From an optimization exercise on the open Yosys and OpenROAD flow, aimed at small area, a short achievable clock period and few clock cycles per item; shortcuts taken in it are not production practice. Only simulation tests tie the RTL to the original design; equivalence was not proved.

run a:
// R_CORDIC_Unit
module R_CORDIC_Unit (
    input signed [31:0]      i_data_1,
    input signed [31:0]      i_data_2,
    input signed [31:0]      angle,
    input                    en,
    input                    rst,
    input                    clk,
    output signed [31:0]     o_data_1,
    output signed [31:0]     o_data_2,
    output                   done_flag
);
==> module R_CORDIC_Unit, before the edit <==
module R_CORDIC_Unit (
    input signed [31:0]      i_data_1,
    input signed [31:0]      i_data_2,
    input signed [31:0]      angle,
    input                    en,
    input                    rst,
    input                    clk,
    output signed [31:0]     o_data_1,
    output signed [31:0]     o_data_2,
    output                   done_flag
);
    reg        busy, done;
    reg  [4:0] cnt;
    reg signed [31:0] bx, by, ba;
    reg               bc;
    reg        [31:0] t;       
    reg        [3:0]  shx;     
    reg        [3:0]  shy_n;   
    reg               fin;     
    wire m1 = cnt == 5'd15;
    wire m2 = cnt == 5'd16;
    wire m3 = cnt == 5'd17;
    wire [4:0]  cnt_n = en ? 5'd0 : busy ? cnt + 5'd1 : cnt;
    wire        fin_n = !en && busy && (m1 || m2);
    wire [31:0] t_n;
    LUT lut (.sel(cnt_n[3:0]), .value(t_n));
    wire neg  = ba[31];
    wire negx = neg & ~fin;
    wire cinx = negx | (fin & bc);
    wire signed [31:0] sx = bx >>> shx;
    wire signed [31:0] sy = by >>> ~shy_n;
    wire [31:0] nx, ny, na;
    add_sk add_x (.a(bx), .b(sy ^ {32{negx}}), .cin(cinx), .s(nx));
    add_sk add_y (.a(by), .b(sx ^ {32{~neg}}), .cin(~neg), .s(ny));
    add_sk add_a (.a(ba), .b(t  ^ {32{~neg}}), .cin(~neg), .s(na));
    wire [31:0] ks, kc;
    wire        kci;
    R_CORDIC gain (.x(ba), .s(ks), .c(kc), .cin(kci));
    always @(posedge clk or posedge rst) begin
        if (rst) begin
            busy <= 1'b0;
            done <= 1'b0;
            cnt  <= 5'd0;
        end else begin
            done <= busy && m3;
            cnt  <= cnt_n;
            if (en)
                busy <= 1'b1;
            else if (m3)
                busy <= 1'b0;
        end
    end
    always @(posedge clk) begin
        bc    <= kci;
        t     <= t_n;
        fin   <= fin_n;
        shx   <= cnt_n[3:0];
        shy_n <= fin_n ? 4'hF : ~cnt_n[3:0];
        if (en) begin
            bx <= i_data_1;
            by <= i_data_2;
            ba <= angle;
        end else if (m1 | m2) begin
            bx <= ks;
            by <= kc;
            ba <= m1 ? by : nx;
        end else begin
            bx <= nx;
            by <= ny;
            if (cnt == 5'd14)
                ba <= nx;
            else if (!m3)
                ba <= na;
        end
    end
    assign o_data_1  = ba;
    assign o_data_2  = bx;
    assign done_flag = done;
endmodule
clock: 10.0 ns
lec_check: 0
cap_margin: 20
core_margin: 2
core_utilization: 60
place_density: 0.7
setup_slack_margin: 5
slew_margin: 20
run.sh (not shown) runs the stock make flow with config.mk's settings and CLKGATE_MAP_FILE= SYNTH_SCRIPT=/design/flow/synth_recipe.tcl, a recipe that flattens the netlist after the stock synthesis.
Testbench counts of run a, summed over its fixed seeds: cycles 9,736, items 512.
#### Input delta (run b over run a)
--- a/flow/design.v
+++ b/flow/design.v
@@ -676,23 +676,22 @@
     output                   done_flag
 );
     reg        busy, done;
     reg  [4:0] cnt;
     reg signed [31:0] bx, by, ba;
     reg               bc;
-    reg        [31:0] t;       
     reg        [3:0]  shx;     
     reg        [3:0]  shy_n;   
     reg               fin;     
     wire m1 = cnt == 5'd15;
     wire m2 = cnt == 5'd16;
     wire m3 = cnt == 5'd17;
     wire [4:0]  cnt_n = en ? 5'd0 : busy ? cnt + 5'd1 : cnt;
     wire        fin_n = !en && busy && (m1 || m2);
-    wire [31:0] t_n;
-    LUT lut (.sel(cnt_n[3:0]), .value(t_n));
+    wire [31:0] t;
+    LUT lut (.sel(cnt[3:0]), .value(t));
     wire neg  = ba[31];
     wire negx = neg & ~fin;
     wire cinx = negx | (fin & bc);
     wire signed [31:0] sx = bx >>> shx;
     wire signed [31:0] sy = by >>> ~shy_n;
     wire [31:0] nx, ny, na;
@@ -715,13 +714,12 @@
             else if (m3)
                 busy <= 1'b0;
         end
     end
     always @(posedge clk) begin
         bc    <= kci;
-        t     <= t_n;
         fin   <= fin_n;
         shx   <= cnt_n[3:0];
         shy_n <= fin_n ? 4'hF : ~cnt_n[3:0];
         if (en) begin
             bx <= i_data_1;
             by <= i_data_2;
Results
Run b finished all stages; the layout is clean. Per the comparison of run b with run a, effective utilization at floorplan roughly the same, count of cell types in the netlist now larger, via count of the first global-routing pass lost 171, detailed-router iteration count before antenna repair went down by 4. Re final critical-path required period: run a and run b aren't equal, and the higher value belongs to run a. Die footprint, run b vs run a: down by a few percent. Cell count was higher in the run labelled run a.
Testbench counts of run b, summed over its fixed seeds: cycles 9,736, items 512.

========
Setup of AL:
Another version of the RTL of R_CORDIC_Unit (not shown whole).
Size: ~2100 cells after synthesis, about 130 flip-flops, roughly 160 I/O pins.
==> module LUT, before the edit <==
module LUT (
    input      [3:0]  lo_n,     
    input      [3:0]  hi_n,     
    output reg [31:0] value
);
    always @(*) begin
        value = 32'h0;
        if (!hi_n[0] && !lo_n[0]) value = value | 32'h2D000000;   
        if (!hi_n[0] && !lo_n[1]) value = value | 32'h1A90F0F5;   
        if (!hi_n[0] && !lo_n[2]) value = value | 32'h0E0926A5;   
        if (!hi_n[0] && !lo_n[3]) value = value | 32'h072023D0;   
        if (!hi_n[1] && !lo_n[0]) value = value | 32'h03937ABF;   
        if (!hi_n[1] && !lo_n[1]) value = value | 32'h01C95CAD;   
        if (!hi_n[1] && !lo_n[2]) value = value | 32'h00E492E5;   
        if (!hi_n[1] && !lo_n[3]) value = value | 32'h00722D16;   
        if (!hi_n[2] && !lo_n[0]) value = value | 32'h00391D3F;   
        if (!hi_n[2] && !lo_n[1]) value = value | 32'h001CC3DD;   
        if (!hi_n[2] && !lo_n[2]) value = value | 32'h000E2487;   
        if (!hi_n[2] && !lo_n[3]) value = value | 32'h00072290;   
        if (!hi_n[3] && !lo_n[0]) value = value | 32'h0003917C;   
        if (!hi_n[3] && !lo_n[1]) value = value | 32'h0001E66E;   
        if (!hi_n[3] && !lo_n[2]) value = value | 32'h0000E557;   
    end
endmodule
==> module R_CORDIC_Unit, before the edit <==
module R_CORDIC_Unit (
    input signed [31:0]      i_data_1,
    input signed [31:0]      i_data_2,
    input signed [31:0]      angle,
    input                    en,
    input                    rst,
    input                    clk,
    output signed [31:0]     o_data_1,
    output signed [31:0]     o_data_2,
    output                   done_flag
);
    reg        busy, done;
    reg  [4:0] cnt;
    reg signed [31:0] bx, by, ba;
    reg               bc;
    reg        [3:0]  sxl, sxh;    
    reg        [3:0]  syl, syh;    
    reg        [3:0]  tl_n, th_n;  
    reg               fin;     
    reg               hold;    
    reg               sgx;     
    reg               sgy_n;   
    reg               sga_n;   
    wire m1 = cnt == 5'd15;
    wire m2 = cnt == 5'd16;
    wire m3 = cnt == 5'd17;
    wire [4:0]  cnt_n = en ? 5'd0 : busy ? cnt + 5'd1 : cnt;
    wire        fin_n  = !en && busy && (m1 || m2);
    wire        hold_n = !en && busy && m2;
    wire [31:0] t;
    LUT lut (.lo_n(tl_n), .hi_n(th_n), .value(t));
    wire cinx = sgx | (fin & bc);
    wire [31:0] sx, sy;
    rsh rsh_x (.d(bx), .lo(sxl), .hi(sxh), .q(sx));
    rsh rsh_y (.d(by), .lo(syl), .hi(syh), .q(sy));
    wire [31:0] nx, ny, na;
    add_sk add_x (.a(bx), .b(sy ^ {32{sgx}}),   .cin(cinx),  .s(nx));
    add_sk add_y (.a(by), .b(sx ^ {32{sgy_n}}), .cin(sgy_n), .s(ny));
    add_sk add_a (.a(ba), .b(t  ^ {32{sga_n}}), .cin(sga_n), .s(na));
    wire [31:0] ks, kc;
    wire        kci;
    R_CORDIC gain (.x(ba), .s(ks), .c(kc), .cin(kci));
    wire [31:0] ba_n = en ? angle : m1 ? by : (m2 || cnt == 5'd14) ? nx : na;
    wire        sg_n = en ? angle[31] : na[31];
    always @(posedge clk or posedge rst) begin
        if (rst) begin
            busy <= 1'b0;
            done <= 1'b0;
            cnt  <= 5'd0;
        end else begin
            done <= busy && m3;
            cnt  <= cnt_n;
            if (en)
                busy <= 1'b1;
            else if (m3)
                busy <= 1'b0;
        end
    end
    always @(posedge clk) begin
        bc    <= kci;
        fin   <= fin_n;
        hold  <= hold_n;
        sxl   <= 4'd1 << cnt_n[1:0];
        sxh   <= 4'd1 << cnt_n[3:2];
        syl   <= fin_n ? 4'd1 : 4'd1 << cnt_n[1:0];
        syh   <= fin_n ? 4'd1 : 4'd1 << cnt_n[3:2];
        tl_n  <= fin_n ? 4'b0111 : ~(4'd1 << cnt_n[1:0]);
        th_n  <= fin_n ? 4'b0111 : ~(4'd1 << cnt_n[3:2]);
        sgx   <= sg_n & ~fin_n;
        sgy_n <= ~sg_n;
        sga_n <= ~(sg_n | hold_n);
        ba    <= ba_n;
        if (en) begin
            bx <= i_data_1;
            by <= i_data_2;
        end else if (m1 | m2) begin
            bx <= ks;
            by <= kc;
        end else begin
            bx <= nx;
            by <= ny;
        end
    end
    assign o_data_1  = ba;
    assign o_data_2  = bx;
    assign done_flag = done;
endmodule
clock: 10.0 ns
lec_check: 0
cap_margin: 20
core_margin: 2
core_utilization: 60
place_density: 0.7
slew_margin: 20
standard.sh (not shown) runs the stock make flow with config.mk's settings and CLKGATE_MAP_FILE= SYNTH_SCRIPT=/design/flow/synth_recipe.tcl, a recipe that flattens the netlist after the stock synthesis.
==> flow/flow/run.sh <==
#!/bin/bash
set -euo pipefail
export BUFFER_PORTS_ARGS="-buffer_cell sky130_fd_sc_hd__buf_1"
export SETUP_SLACK_MARGIN=5.5
bash standard.sh > standard.log 2>&1
Testbench counts of AL, summed over its fixed seeds: cycles 9,736, items 512.
--- input diff AL..TR ---
--- a/flow/design.v
+++ b/flow/design.v
@@ -1,25 +1,24 @@
 module LUT (
-    input      [3:0]  lo_n,     
-    input      [3:0]  hi_n,     
+    input      [14:0] step,     
     output reg [31:0] value
 );
     always @(*) begin
         value = 32'h0;
-        if (!hi_n[0] && !lo_n[0]) value = value | 32'h2D000000;   
-        if (!hi_n[0] && !lo_n[1]) value = value | 32'h1A90F0F5;   
-        if (!hi_n[0] && !lo_n[2]) value = value | 32'h0E0926A5;   
-        if (!hi_n[0] && !lo_n[3]) value = value | 32'h072023D0;   
-        if (!hi_n[1] && !lo_n[0]) value = value | 32'h03937ABF;   
-        if (!hi_n[1] && !lo_n[1]) value = value | 32'h01C95CAD;   
-        if (!hi_n[1] && !lo_n[2]) value = value | 32'h00E492E5;   
-        if (!hi_n[1] && !lo_n[3]) value = value | 32'h00722D16;   
-        if (!hi_n[2] && !lo_n[0]) value = value | 32'h00391D3F;   
-        if (!hi_n[2] && !lo_n[1]) value = value | 32'h001CC3DD;   
-        if (!hi_n[2] && !lo_n[2]) value = value | 32'h000E2487;   
-        if (!hi_n[2] && !lo_n[3]) value = value | 32'h00072290;   
-        if (!hi_n[3] && !lo_n[0]) value = value | 32'h0003917C;   
-        if (!hi_n[3] && !lo_n[1]) value = value | 32'h0001E66E;   
-        if (!hi_n[3] && !lo_n[2]) value = value | 32'h0000E557;   
+        if (step[0]) value = value | 32'h2D000000;
+        if (step[1]) value = value | 32'h1A90F0F5;
+        if (step[2]) value = value | 32'h0E0926A5;
+        if (step[3]) value = value | 32'h072023D0;
+        if (step[4]) value = value | 32'h03937ABF;
+        if (step[5]) value = value | 32'h01C95CAD;
+        if (step[6]) value = value | 32'h00E492E5;
+        if (step[7]) value = value | 32'h00722D16;
+        if (step[8]) value = value | 32'h00391D3F;
+        if (step[9]) value = value | 32'h001CC3DD;
+        if (step[10]) value = value | 32'h000E2487;
+        if (step[11]) value = value | 32'h00072290;
+        if (step[12]) value = value | 32'h0003917C;
+        if (step[13]) value = value | 32'h0001E66E;
+        if (step[14]) value = value | 32'h0000E557;
     end
 endmodule
 module add_sk (input [31:0] a, input [31:0] b, input cin, output [31:0] s);
@@ -747,7 +746,7 @@
     reg               bc;
     reg        [3:0]  sxl, sxh;    
     reg        [3:0]  syl, syh;    
-    reg        [3:0]  tl_n, th_n;  
+    reg        [14:0] oh;          
     reg               fin;     
     reg               hold;    
     reg               sgx;     
@@ -760,7 +759,7 @@
     wire        fin_n  = !en && busy && (m1 || m2);
     wire        hold_n = !en && busy && m2;
     wire [31:0] t;
-    LUT lut (.lo_n(tl_n), .hi_n(th_n), .value(t));
+    LUT lut (.step(oh), .value(t));
     wire cinx = sgx | (fin & bc);
     wire [31:0] sx, sy;
     rsh rsh_x (.d(bx), .lo(sxl), .hi(sxh), .q(sx));
@@ -796,8 +795,7 @@
         sxh   <= 4'd1 << cnt_n[3:2];
         syl   <= fin_n ? 4'd1 : 4'd1 << cnt_n[1:0];
         syh   <= fin_n ? 4'd1 : 4'd1 << cnt_n[3:2];
-        tl_n  <= fin_n ? 4'b0111 : ~(4'd1 << cnt_n[1:0]);
-        th_n  <= fin_n ? 4'b0111 : ~(4'd1 << cnt_n[3:2]);
+        oh    <= en ? 15'd1 : oh << 1;
         sgx   <= sg_n & ~fin_n;
         sgy_n <= ~sg_n;
         sga_n <= ~(sg_n | hold_n);
==> comparison <==
NOTE via count AL->TR decreased by a few percent
Sort TR and AL by slew at the pin with the worst max-slew slack, descending, and AL comes first.
Relative to AL, worst setup slack after placement has gone up in TR.
Relative to AL, smallest hold slack decreased by 0.028 ns in TR.
When TR is measured against AL, its setup slack turns out 0.068 ns higher.
Delta (TR minus AL): final standard cell count with taps included and fillers excluded did not really move, routability congestion estimate barely changed.
Min HPWL reported at the end of detailed placement across TR and AL: TR
NOTE: post-synthesis xor/xnor area fraction in TR exceeds that of AL
TR -> AL: clock latency at the later pin of the worst-skew pair flat
Between TR and AL, the number of nets produced by synthesis does not differ in any meaningful way.
Testbench counts of TR, summed over its fixed seeds: cycles 9,736, items 512.

-- separate check: timing with driven ports --
The results above use ideal ports. As a check the final layouts listed here were re-extracted and re-timed, cells and wires unchanged.
Step 1 (the two cells are an assumption about what drives the block):
set clk [get_ports {clk}]
set_driving_cell -lib_cell sky130_fd_sc_hd__clkbuf_16 $clk
set_driving_cell -lib_cell sky130_fd_sc_hd__buf_2 [delete_from_list [all_inputs] $clk]
Step 2 moves the port delays by t, midway between the first and last clock arrival at a register: inputs arrive t later, outputs are due t later. That takes back most of the time a late clock gives input paths.
Slacks: no drivers / after step 1 / after step 2; pairs: no drivers / after step 1.
| run | shift t [ns] | setup WS [ns] | worst hold slack (ns) | clock arrival spread, ns | worst register clock-pin slew, ns |
|---|---|---|---|---|---|
| run a | 0.512 | 5.095 / 5.095 / 4.992 | 0.574 / 0.574 / 0.574 | 0.017 / 0.017 | 0.08 / 0.08 |
| run b | 0.502 | 5.209 / 5.209 / 5.079 | 0.671 / 0.671 / 0.671 | 0.015 / 0.014 | 0.07 / 0.07 |
| AL | 0.506 | 5.546 / 5.546 / 5.546 | 0.554 / 0.554 / 0.554 | 0.018 / 0.018 | 0.08 / 0.08 |
| TR | 0.508 | 5.614 / 5.614 / 5.614 | 0.526 / 0.526 / 0.526 | 0.026 / 0.027 | 0.08 / 0.08 |
After both steps setup and hold are still met in every run listed. For run b, which loses most, drivers alone change the setup slack by 0.000 ns; drivers and shift together by -0.130 ns.
